What follows belongs to an exercise in optimizing a design on an open flow for a short achievable clock period and few clock cycles; a production flow would make more cautious choices. Function was checked by simulation only, so behaviour that the tests miss may differ from the original. Power and IR drop assume default switching activity.

==> flow/design.v, too long to show whole: its modules and the start of the top module <==
// module ALU: 3212 lines
// module div_r8: 37 lines
module ALU #(
    parameter DATA_W = 32
)
(
    input                       i_clk,    
    input                       i_rst_n,  
    input                       i_valid,  
    input [DATA_W - 1 : 0]      i_A,      
    input [DATA_W - 1 : 0]      i_B,      
    input [         2 : 0]      i_inst,   
    output [2*DATA_W - 1 : 0]   o_data,   
    output                      o_done    
);
  // ...
==> flow/flow/run.sh <==
#!/bin/bash
# The standard layout (standard.sh) with these changes:
#  - synthesis maps with a delay-oriented ABC script (flow/abc_fast.script) instead of
#    ORFS's abc_speed script; everything else in synth_recipe.tcl is kept as is
#  - full adders are left to ABC (no extract_fa / adder cell map); registers are unchanged
#  - port buffers are buf_4 cells rather than the default delay-cell choice
set -uo pipefail
W=$PWD
M=${MARGIN:-6}
{
  echo 'proc synth {args} { yosys synth -nofsm -noshare {*}$args }'
  echo "proc abc {args} { set i [lsearch \$args -script]; if {\$i >= 0} { lset args [expr {\$i+1}] $W/flow/abc_fast.script }; yosys abc {*}\$args }"
  tail -n +2 synth_recipe.tcl
} > my_synth.tcl
sed "s#SYNTH_SCRIPT=[^ ]*#SYNTH_SCRIPT=$W/my_synth.tcl#" standard.sh > my_standard.sh
K="SETUP_SLACK_MARGIN=$M TNS_END_PERCENT=10"
BP="BUFFER_PORTS_ARGS=-buffer_cell sky130_fd_sc_hd__buf_4"
bash my_standard.sh ADDER_MAP_FILE= synth > log_synth.txt 2>&1 || exit 1
bash my_standard.sh $K "$BP" floorplan > log_floorplan.txt 2>&1 || exit 1
bash my_standard.sh $K "$BP" place > log_place.txt 2>&1 || exit 1
bash my_standard.sh $K "$BP" cts > log_cts.txt 2>&1 || exit 1
bash my_standard.sh $K "$BP" route > log_route.txt 2>&1 || exit 1
bash my_standard.sh $K "$BP" finish > log_finish.txt 2>&1 || exit 1
test -f out/final.def
==> flow/flow/abc_fast.script <==
strash
&get -n
&st
&if -g -K 6
&st
&if -g -K 6
&st
&put
dch -f
map -D 1000
topo
stime -c
buffer -c
upsize -c
dnsize -c
==> flow/standard.sh <==
#!/bin/bash
# synth_recipe.tcl (not shown) runs the flow's synth.tcl, then flattens the netlist and writes it again
# the make line also repeats each setting of config.mk as NAME=value (left out here)
make -C /OpenROAD-flow-scripts/flow DESIGN_CONFIG=/design/flow/config.mk WORK_HOME=/design/flow/orfs CLKGATE_MAP_FILE= SYNTH_SCRIPT=/design/flow/synth_recipe.tcl "${@:-finish}"
==> flow/config.mk <==
export PLATFORM = sky130hd
export DESIGN_NAME = ALU
export DESIGN_NICKNAME = ALU
export VERILOG_FILES = /design/flow/design.v
export SDC_FILE = /design/flow/constraint.sdc
export NUM_CORES = 4
export LEC_CHECK = 0
export CAP_MARGIN = 20
export CORE_MARGIN = 2
export CORE_UTILIZATION = 35
export SLEW_MARGIN = 20
==> flow/constraint.sdc <==
create_clock -name core_clock -period 10.0 [get_ports {i_clk}]
set_input_delay 2.0000 -clock core_clock [delete_from_list [all_inputs] [get_ports {i_clk}]]
set_output_delay 2.0000 -clock core_clock [all_outputs]
set_load 0.01 [all_outputs]
==> results.toml, run 1 <==
[run_status]
outcome = "finished clean"

[detailed_routing]
wl_met2_um = 250000

[layout]
reg_top3 = "mreg x339, dw x65, dout x64"
signal_buffer_area_fraction = 0.104
diodes = 46
dominant_cells = "multi-input combinational cells"

[critical_path]
endpoint_kind = "flop"
critPathLaunch = "i_A[8]"
crit_arrival_ns = 4.97
r2r_setup_slack_ns = 5.70
path_buf_inv = 3

[die]
row_count = 186
initial_core_util = 0.351
nWellTaps = 3384
pin_count = 135
design.core.area_um2 = 256000

[grt]
grt_pass1_vias = 112000
use_met1 = 0.628

[logic_synthesis]
yosysMostFrequentCell = "nand2_1"
yosys_most_used_dff = "dfxtp_1"
postSynthAreaPerCell_um2 = 5.90

[sta]
fin_setup_tns_ns = 0
fin_crit_sh = 0.432
worstMarginPinSlew_ns = 1.30
report.final.slew_viol_count = 0

[cts]
cts_hold_buf = 0
clk_latency_ns = 0.81

[power_and_ir_drop]
p_switching_mw = 35.7
power.share.clock = 0.065
netSwitchingFraction = 0.675
p_total_mw = 52.9
seq_power_mw = 4.24

[placement]
post-dp-hpwl_um = 513000
Testbench counts, summed over its fixed seeds: cycles 7,423.
==> run 2: changes to the inputs <==
--- a/flow/design.v
+++ b/flow/design.v
@@ -17,17 +17,19 @@
 reg         div_act;
 reg  [3:0]  div_cnt;
 reg  [64:0] dw;          
 reg  [31:0] div_b1;
 reg  [33:0] div_b3;
 reg  [34:0] div_b5, div_b7;
 reg         sat_q;       
 reg         sat_neg;     
-assign o_data = {dout[63:32], sat_q ? {sat_neg, {31{~sat_neg}}} : dout[31:0]};
+reg         div_q;
+assign o_data = div_q ? {dw[64:33], dw[31:0]}
+                      : {dout[63:32], sat_q ? {sat_neg, {31{~sat_neg}}} : dout[31:0]};
 assign o_done = done;
 wire bo0, bt0, bn0;
 assign bo0 = i_B[0] ^ 1'b0;
 assign bt0 = (i_B[1] & ~i_B[0] & ~1'b0) | (~i_B[1] & i_B[0] & 1'b0);
 assign bn0 = i_B[1] & ~(i_B[0] & 1'b0);
 wire pp0_0 = ((bo0 & i_A[0]) | (bt0 & 1'b0)) ^ bn0;
 wire pp0_1 = ((bo0 & i_A[1]) | (bt0 & i_A[0])) ^ bn0;
 wire pp0_2 = ((bo0 & i_A[2]) | (bt0 & i_A[1])) ^ bn0;
@@ -3173,21 +3175,21 @@
 wire [34:0] bx = {3'b0, i_B};
 wire [33:0] m3 = bx[33:0] + {bx[32:0], 1'b0};
 wire [34:0] m5 = bx + {bx[32:0], 2'b0};
 wire [34:0] m7 = {bx[31:0], 3'b0} - bx;
 wire div_start = i_valid & (i_inst == 3'd7) & ~div_triv;
 always @(posedge i_clk) begin
     sat_q   <= i_valid & ((i_inst == 3'd0 & add_ovf) | (i_inst == 3'd1 & sub_ovf));
     sat_neg <= i_A[31];
+    div_q   <= div_act & (div_cnt == 4'd1);
 end
 always @(posedge i_clk) begin
-    if (i_valid)       dout <= valid_res;
-    else if (mul_pend) dout <= prod;
-    else               dout <= {dw_next[64:33], dw_next[31:0]};
+    if (i_valid) dout <= valid_res;
+    else         dout <= prod;
 end
 always @(posedge i_clk) begin
     dw <= i_valid ? div_init : dw_next;
 end
 always @(posedge i_clk) begin
     if (i_valid) begin
         div_b1  <= i_B;
         div_b3  <= m3;
==> run 2 against run 1 <==
  * Die area shrank 3.0%
  * Clock-buffer cell count did not move
  * Sequential share of layout area rose by 1.0 points
  * First-iteration DRC count is 13% lower
  * Sequential cell count grew 1
  * Non-clock buffer count shrank 385
  * Highest routed layer unchanged
==> results.toml, run 2 <==
[run_status]
outcome = "finished clean"

[logic_synthesis]
yosysMostFrequentCell = "nand2_1"
seq_area_frac_synth = 0.156
yosys_most_used_dff = "dfxtp_1"
synth_cell_types = 113
yosysTopAreaCell = "nand2_1"
postSynthAreaPerCell_um2 = 6.04
synthTopCellsByCount = "3028 x nand2_1, 1951 x nor2_1, 1032 x a21oi_1"
yosys_warnings = 2
synth_seq_cells = 609
synth_edf_count = 135
syn-num-nets = 14500
async_flop_share = 0.00493
synth_area_um2 = 87200
yosys.area.top_type_share = 0.130
synth_cells = 14400
netlist_top_cells_area = "nand2_1 13%, dfxtp_1 11%, nor2_1 8.4%, xor2_1 7.9%, a21oi_1 5.9%"

[layout]
final_cell_mix = "2938 x nand2_1, 1802 x nor2_1, 953 x a21oi_1"
reg_top3 = "mreg x339, dw x65, dout x64"
mostFrequentLayoutCell = "nand2_1"
top_register = "mreg"
nets = 14600
layout.cells.non_filler = 18000
nFillCells = 26800
drive_above_1_share = 0.145
final_cell_area_um2 = 104000
syn_to_final_growth_pct = 19.0
largest_reg_flops = 339

[cts]
clk_pin_slew_ns = 0.06
cts.sinks = 609
tritoncts = "yes"
cts_hold_buf = 0
clk_latency_ns = 0.81
numCtsBuffers = 86
clockRootBuffer = "clkbuf_16"
clock_path_buffers = 3
htree_levels = 3

[grt]
grt_pass1_vias = 102000
grt_antenna_before_repair = 41
grt_pass1_wl_um = 772000
overflow = 0
gr-usage-all-layers = 0.424
grt_max_degree = 76

[sta]
slew_headroom = 0.126
clock_skew_ns = 0.0595
rsz0062_at_grt = "yes"
fin_setup_tns_ns = 0
fin_crit_ns = 4.63
worstMarginPinSlew_ns = 1.30
setup_viol = 0
timing_hold_violations_final = 0
setup_ws_ns = 5.37
fmax_mhz = 216
report.final.slew_viol_count = 0
fin_crit_sh = 0.463

[worst_hold_path]
hold_path.class = "reg2reg"
worstHoldPathCells = 2
hold_start = "dw[7]"
min_to = "dw[10]"

[critical_path]
slowest_stage = "dfxtp_4"
cp_top_family = "buffers and inverters"
crit_path_frequent_cell = "buf_12"
slowest_delay_ns = 0.42
endpoint_kind = "primary output"
worstPathRequired_ns = 8.00
crit_chain = "clkinvlp_4, buf_12, o21ai_4, buf_6, buf_12, buf_16, a21oi_1, nor2_1, buf_4"
worstReg2RegEnd = "dout[60]"
r2r-start = "mreg[163]"
cp-start-kind = "flop"
crit_arrival_ns = 2.63
critical_path_class = "reg2out"
worstPathMaxFanout = 7
rr_worst_depth = 13
r2r_setup_slack_ns = 5.54
path_buf_inv = 6

[power_and_ir_drop]
p_leak_nw = 44.1
power_density_nw_per_um2 = 450
peakVddDrop_mv = 0.422

[detailed_routing]
drt_wl_total_um = 572000
drt_first_iter_violations = 17400
wire_per_inst_um = 31.8
viasPerCell = 6.46
first_pass_iters = 8
vias = 116000
ant_nets = 0
route.detailed.drc = 0

[die]
row_count = 183
die_w_um = 503
dieArea_um2 = 253000
design.core.area_um2 = 248000
pin_count = 135
initial_core_util = 0.351
die_h_um = 503

[placement]
io_buffer_count = 134
place_area_um2 = 91200
place_ws_ns = 3.25
gp_congestion = 1.10
dp_cells = 17500
post-dp-hpwl_um = 419000

[job]
drv_cap = 0
==> run 2: cell count changes after synthesis, moves of 54 or more <==
cell,change
nand3_1,-308
a21oi_1,+74
nand4_1,-270
nor2_1,+145
o21ai_1,+54
nand2_1,-563
==> run 2: routing by layer <==
metal	share of wire	vias to the layer above	global-route usage
met3	0.14	2221	0.139
met5	0.00031	-	0.00514
met2	0.38	8419	0.581
li1	-	51000	-
met4	0.093	28	0.308
met1	0.39	54600	0.549
==> run 2: logic make-up (layout without fill, tap and decap cells) <==
group	count (synthesis)	count (layout)	synth area share
buffers and inverters	1631	1831	0.0770
XOR/XNOR	992	992	0.101
AND/OR/NAND/NOR	7224	7233	0.382
flip-flops	609	609	0.156
multiplexers	1	1	0.000115
other	0	30	0
adder cells (fa/ha/maj)	11	11	0.00126
AO/OA/AOI/OAI	3971	3972	0.283
==> run 2: worst max-delay path by stage <==
stage	start	end	slack (ns)	depth (start not counted)
floorplan	i_B[15]	div_b3[30]	5.87	13
global placement	i_B[2]	dw[44]	3.24	15
detailed placement	i_B[2]	dw[44]	3.25	15
finish	sat_q	o_data[13]	5.37	9
global route	i_B[2]	dout[31]	5.42	17
CTS	sat_q	o_data[25]	5.47	9
==> run 2: final cells by class <==
class                   instances  area (um^2)  share of cell area
diodes                         30         75.1            0.000723
clock buffers                 105         2390              0.0230
clock inverters                55          917             0.00884
inverters                    1019         4220              0.0407
multi-input cells           12200        70800               0.682
flip-flops and latches        609        13600               0.131
well taps                    3330         4170              0.0401
repair buffers                646         7620              0.0734
repair inverters                6         55.1            0.000531
==> run 2: per-stage QoR <==
stage	utilization	power, mW	hold WS [ns]
after global routing	0.418	48.0	0.482
after detailed placement	0.368	38.9	0.440
final	0.418	46.7	0.464
after floorplan	-	25.4	0.429
after CTS	0.396	43.2	0.464
after global placement	0.368	39.1	0.439
==> run 2: worst min-delay path: stages, from the launching register on <==
cell and delay, ns:
dfxtp_1 0.30, inv_1 0.06, a32oi_1 0.05
==> run 2: repair_timing <==
item / CTS / global route
gates resized for setup: 563 / 851
gates cloned: 30 / 26
endpoints found under the hold margin: 0 / 0
pin swaps: 36 / 125
setup endpoints to repair: 445 / 423
setup buffers: 111 / 175
==> run 2: where the power goes <==
group          internal (mW)  switching, mW
registers               3.38          0.943
clock network           2.21           1.50
logic                   10.1           28.6
Testbench counts of run 2, summed over its fixed seeds: cycles 7,423.

## afterwards: timing with drivers on the ports
Ports are ideal in the flow. The routed layouts listed here were re-timed in OpenROAD. Step 1 sets driving cells, clkbuf_16 on the clock port and buf_2 on the other inputs (assumed; they add their load-dependent delay and slew). Step 2 adds t to the input delays and takes it off the output delays; t is the mean of the earliest and latest rising clock arrival at the registers after step 1. Input paths then give back, and output paths get back, about the clock's delay inside the block. Slacks: ideal / step 1 / step 2; pairs: ideal / step 1.
run | shift t [ns] | setup slack, ns | worst hold slack (ns)
run 1 | 0.855 | 5.675 / 5.619 / 4.764 | 0.466 / 0.466 / 0.466
run 2 | 0.881 | 5.366 / 5.267 / 4.425 | 0.464 / 0.464 / 0.464
After both steps setup and hold are still met in every run listed. The setup slack of run 2, which loses most, moves by -0.099 ns with the drivers and by -0.941 ns with both steps.
